This is an optimization exercise on Yosys and OpenROAD, whose aim is small area and a short achievable clock period, not a production implementation. Where RTL was checked, it was by simulation tests only, not by an equivalence proof against the original. Power and IR drop assume default switching activity.

## alu
module alu(
  input   wire  [63:0]    in1       ,
  input   wire  [63:0]    in2       ,
  input   wire  [2:0]     op        ,
  input   wire            in_valid  ,
  output  wire            in_ready  ,
  output  reg   [63:0]    res       ,
  output  reg             out_valid ,
  input   wire            out_ready ,
  input   wire            clk       ,
  input   wire            rstn      
);
==> flow/config.mk <==
export PLATFORM = sky130hd
export DESIGN_NAME = alu
export DESIGN_NICKNAME = alu
export VERILOG_FILES = /design/flow/design.v
export SDC_FILE = /design/flow/constraint.sdc
export NUM_CORES = 4
export LEC_CHECK = 0
export ABC_AREA = 1
export CAP_MARGIN = 20
export CORE_MARGIN = 2
export CORE_UTILIZATION = 40
export SLEW_MARGIN = 20
==> flow/constraint.sdc <==
create_clock -name core_clock -period 4.6 [get_ports {clk}]
set_input_delay 0.9200 -clock core_clock [delete_from_list [all_inputs] [get_ports {clk}]]
set_output_delay 0.9200 -clock core_clock [all_outputs]
set_load 0.01 [all_outputs]
standard.sh (not shown) runs the stock make flow with config.mk's settings and CLKGATE_MAP_FILE= SYNTH_SCRIPT=/design/flow/synth_recipe.tcl, a recipe that flattens the netlist after the stock synthesis.
==> flow/flow/run.sh <==
#!/bin/bash
# Layout flow: the standard ORFS flow (standard.sh, with the standard
# synthesis unchanged), except that the port buffers that global placement
# puts on every input and output are sky130_fd_sc_hd__buf_1 instead of the
# delay buffer buffer_ports picks by default. Every port still gets its own
# buffer. The make output goes to standard.log in the work folder; ORFS keeps
# each step's log under orfs/logs/.
set -euo pipefail
bash standard.sh "BUFFER_PORTS_ARGS=-buffer_cell sky130_fd_sc_hd__buf_1" finish > standard.log 2>&1
Edit:
--- a/flow/design.v
+++ b/flow/design.v
@@ -3,24 +3,23 @@
   input   wire  [63:0]    in2       ,
   input   wire  [2:0]     op        ,
   input   wire            in_valid  ,
   output  wire            in_ready  ,
   output  reg   [63:0]    res       ,
   output  reg             out_valid ,
   input   wire            out_ready ,
   input   wire            clk       ,
   input   wire            rstn      
 );
   wire sub   = ~op[2] & ~op[1] & op[0];
-  wire addop = ~op[2] & ~op[1];
-  wire [63:0] b = in2 ^ {64{sub}};
+  wire [63:0] b = in2 ^ {64{op[0]}};
   wire [63:0] p = in1 ^ b;    
   wire [63:0] g = in1 & b;    
   wire        cin = sub;
   wire [63:0] c;              
   wire bg0_1 = g[1] | (p[1] & g[0]);
   wire bp0_1 = p[1] & p[0];
   wire bg0_2 = g[2] | (p[2] & bg0_1);
   wire bp0_2 = p[2] & bp0_1;
   wire bg0_3 = g[3] | (p[3] & bg0_2);
   wire bp0_3 = p[3] & bp0_2;
   wire bg1_1 = g[5] | (p[5] & g[4]);
@@ -219,22 +218,22 @@
   assign c[53] = g[52] | (p[52] & c[52]);
   assign c[54] = g[53] | (p[53] & c[53]);
   assign c[55] = g[54] | (p[54] & c[54]);
   assign c[56] = G3_14;
   assign c[57] = g[56] | (p[56] & c[56]);
   assign c[58] = g[57] | (p[57] & c[57]);
   assign c[59] = g[58] | (p[58] & c[58]);
   assign c[60] = G3_15;
   assign c[61] = g[60] | (p[60] & c[60]);
   assign c[62] = g[61] | (p[61] & c[61]);
   assign c[63] = g[62] | (p[62] & c[62]);
-  wire [63:0] result = op[2] ? ({64{op[1]}} & (g | ({64{op[0]}} & p)))
-                             : (p ^ (c & {64{addop}}));
+  wire [63:0] result = op[2] ? ({64{op[1]}} & (op[0] ? (in1 | in2) : (in1 & in2)))
+                             : (op[1] ? (in1 ^ in2) : (p ^ c));
   assign in_ready = ~(out_valid & ~out_ready);
   always @(posedge clk) begin
     if (in_ready)
       res <= result;
   end
   always @(posedge clk) begin
     out_valid <= rstn & (in_valid | ~in_ready);
   end
 endmodule
After rerunning: Power increases by about a fifth; final area goes up by well over a third; clock-buffer cell count drops by 2; clock power goes down by a few percent; setup slack gets worse by 0.66 ns; utilization rose by 1.2 points; sequential power stays flat.
Only the layout flow was run in the second run of this note; the RTL was not checked for function there.

--- another note on this design; it stands on its own ---

==> flow/design.v (excerpt) <==
module alu(
  input   wire  [63:0]    in1       ,
  input   wire  [63:0]    in2       ,
  input   wire  [2:0]     op        ,
  input   wire            in_valid  ,
  output  wire            in_ready  ,
  output  wire  [63:0]    res       ,
  output  reg             out_valid ,
  input   wire            out_ready ,
  input   wire            clk       ,
  input   wire            rstn      
);
Size: ~770 cells after synthesis, about 80 flip-flops, about 200 I/O pins.
==> flow/config.mk <==
export PLATFORM = sky130hd
export DESIGN_NAME = alu
export DESIGN_NICKNAME = alu
export VERILOG_FILES = /design/flow/design.v
export SDC_FILE = /design/flow/constraint.sdc
export NUM_CORES = 4
export LEC_CHECK = 0
export ABC_AREA = 1
export CAP_MARGIN = 20
export CORE_MARGIN = 2
export CORE_UTILIZATION = 40
export CTS_BUF_LIST = sky130_fd_sc_hd__clkbuf_8
export SETUP_SLACK_MARGIN = 2.0
export SLEW_MARGIN = 20
==> flow/constraint.sdc <==
create_clock -name core_clock -period 4.6 [get_ports {clk}]
set_input_delay 0.9200 -clock core_clock [delete_from_list [all_inputs] [get_ports {clk}]]
set_output_delay 0.9200 -clock core_clock [all_outputs]
set_load 0.01 [all_outputs]
standard.sh (not shown) runs the stock make flow with config.mk's settings and CLKGATE_MAP_FILE= SYNTH_SCRIPT=/design/flow/synth_recipe.tcl, a recipe that flattens the netlist after the stock synthesis.
==> flow/flow/run.sh <==
#!/bin/bash
# Layout flow: the standard ORFS flow (standard.sh, with the standard
# synthesis unchanged), except that the port buffers that global placement
# puts on every input and output are sky130_fd_sc_hd__buf_1 instead of the
# delay buffer buffer_ports picks by default. Every port still gets its own
# buffer. The make output goes to standard.log in the work folder; ORFS keeps
# each step's log under orfs/logs/.
set -euo pipefail
bash standard.sh "BUFFER_PORTS_ARGS=-buffer_cell sky130_fd_sc_hd__buf_1" RECOVER_POWER=100 finish > standard.log 2>&1
The first run finished with capacitance limit, slew limit left.
==> next run, changes <==
--- a/flow/flow/run.sh
+++ b/flow/flow/run.sh
@@ -7,3 +7,3 @@
 # each step's log under orfs/logs/.
 set -euo pipefail
-bash standard.sh "BUFFER_PORTS_ARGS=-buffer_cell sky130_fd_sc_hd__buf_1" RECOVER_POWER=100 finish > standard.log 2>&1
+bash standard.sh "BUFFER_PORTS_ARGS=-buffer_cell sky130_fd_sc_hd__buf_1" finish > standard.log 2>&1
- SETUP_SLACK_MARGIN: 2.0 -> 2.1
=> Now the flow finished with timing, DRC and antenna clean; combinational power went up by 3.1%; power is higher by 4.5%; cell area is higher by 3.1%; wire length grows by about 3%; synthesized area stays the same; maximum frequency rose by 30%; clock power increases by 17%.
==> next run, changes <==
- GPL_TIMING_DRIVEN: default -> 0
- SETUP_SLACK_MARGIN: 2.1 -> 2.0
The new run produced a clean layout.
Synthesized area stays the same.
Critical path depth is unchanged.
Design area goes up by 3.4%.
Non-clock buffer count is higher by 48.
Setup slack got worse by 0.099 ns.
Power came out higher by 1.4%.
Die area does not change.
Fmax went down by 3.6%.
Wire length increases by 13%.
Final cell count is higher by 3.7%.
==> next run, changes <==
- GPL_TIMING_DRIVEN: 0 -> default
- SETUP_SLACK_MARGIN: 2.0 -> 1.9
What happened: The changed run ran to the end with no violations. Worst hold slack degrades by 0.0041 ns. Critical path depth drops by 3. Final cell count came out lower by about 4.3%. Wire length fell by 13%. Fmax goes up by 4.5%.
No functional check of the RTL was part of any run of this note.

separate check: timing with driven ports:
How much do the figures lean on ideal ports? The routed layouts below were timed once more, with nothing changed but the port constraints. Step 1, drivers: a clkbuf_16 drives clk and a buf_2 each remaining input, both assumed. Step 2 times the ports against the registers' clock, not the clock port: input delays grow and output delays shrink by t, the midpoint of the rising clock arrivals with the driver on. Slacks: ideal ports / drivers / drivers and shift; pairs: ideal ports / drivers.
run | t, ns | setup slack, ns | clock arrival spread, ns
the first run of note 1 | 0.375 | 0.877 / 0.886 / 0.511 | 0.007 / 0.006
the second run of note 1 | 0.384 | 0.215 / 0.213 / -0.171 | 0.009 / 0.010
the first run of note 2 | 0.392 | 1.120 / 1.131 / 0.739 | 0.008 / 0.008
the second run of note 2 | 0.408 | 1.915 / 1.895 / 1.486 | 0.015 / 0.015
the third run of note 2 | 0.411 | 1.816 / 1.806 / 1.394 | 0.017 / 0.017
the fourth run of note 2 | 0.410 | 1.936 / 1.924 / 1.513 | 0.014 / 0.015
Met with ideal ports but missed after step 2: setup timing in the second run of note 1. The setup slack of the second run of note 2, which loses most, moves by -0.020 ns with the drivers and by -0.429 ns with both steps.
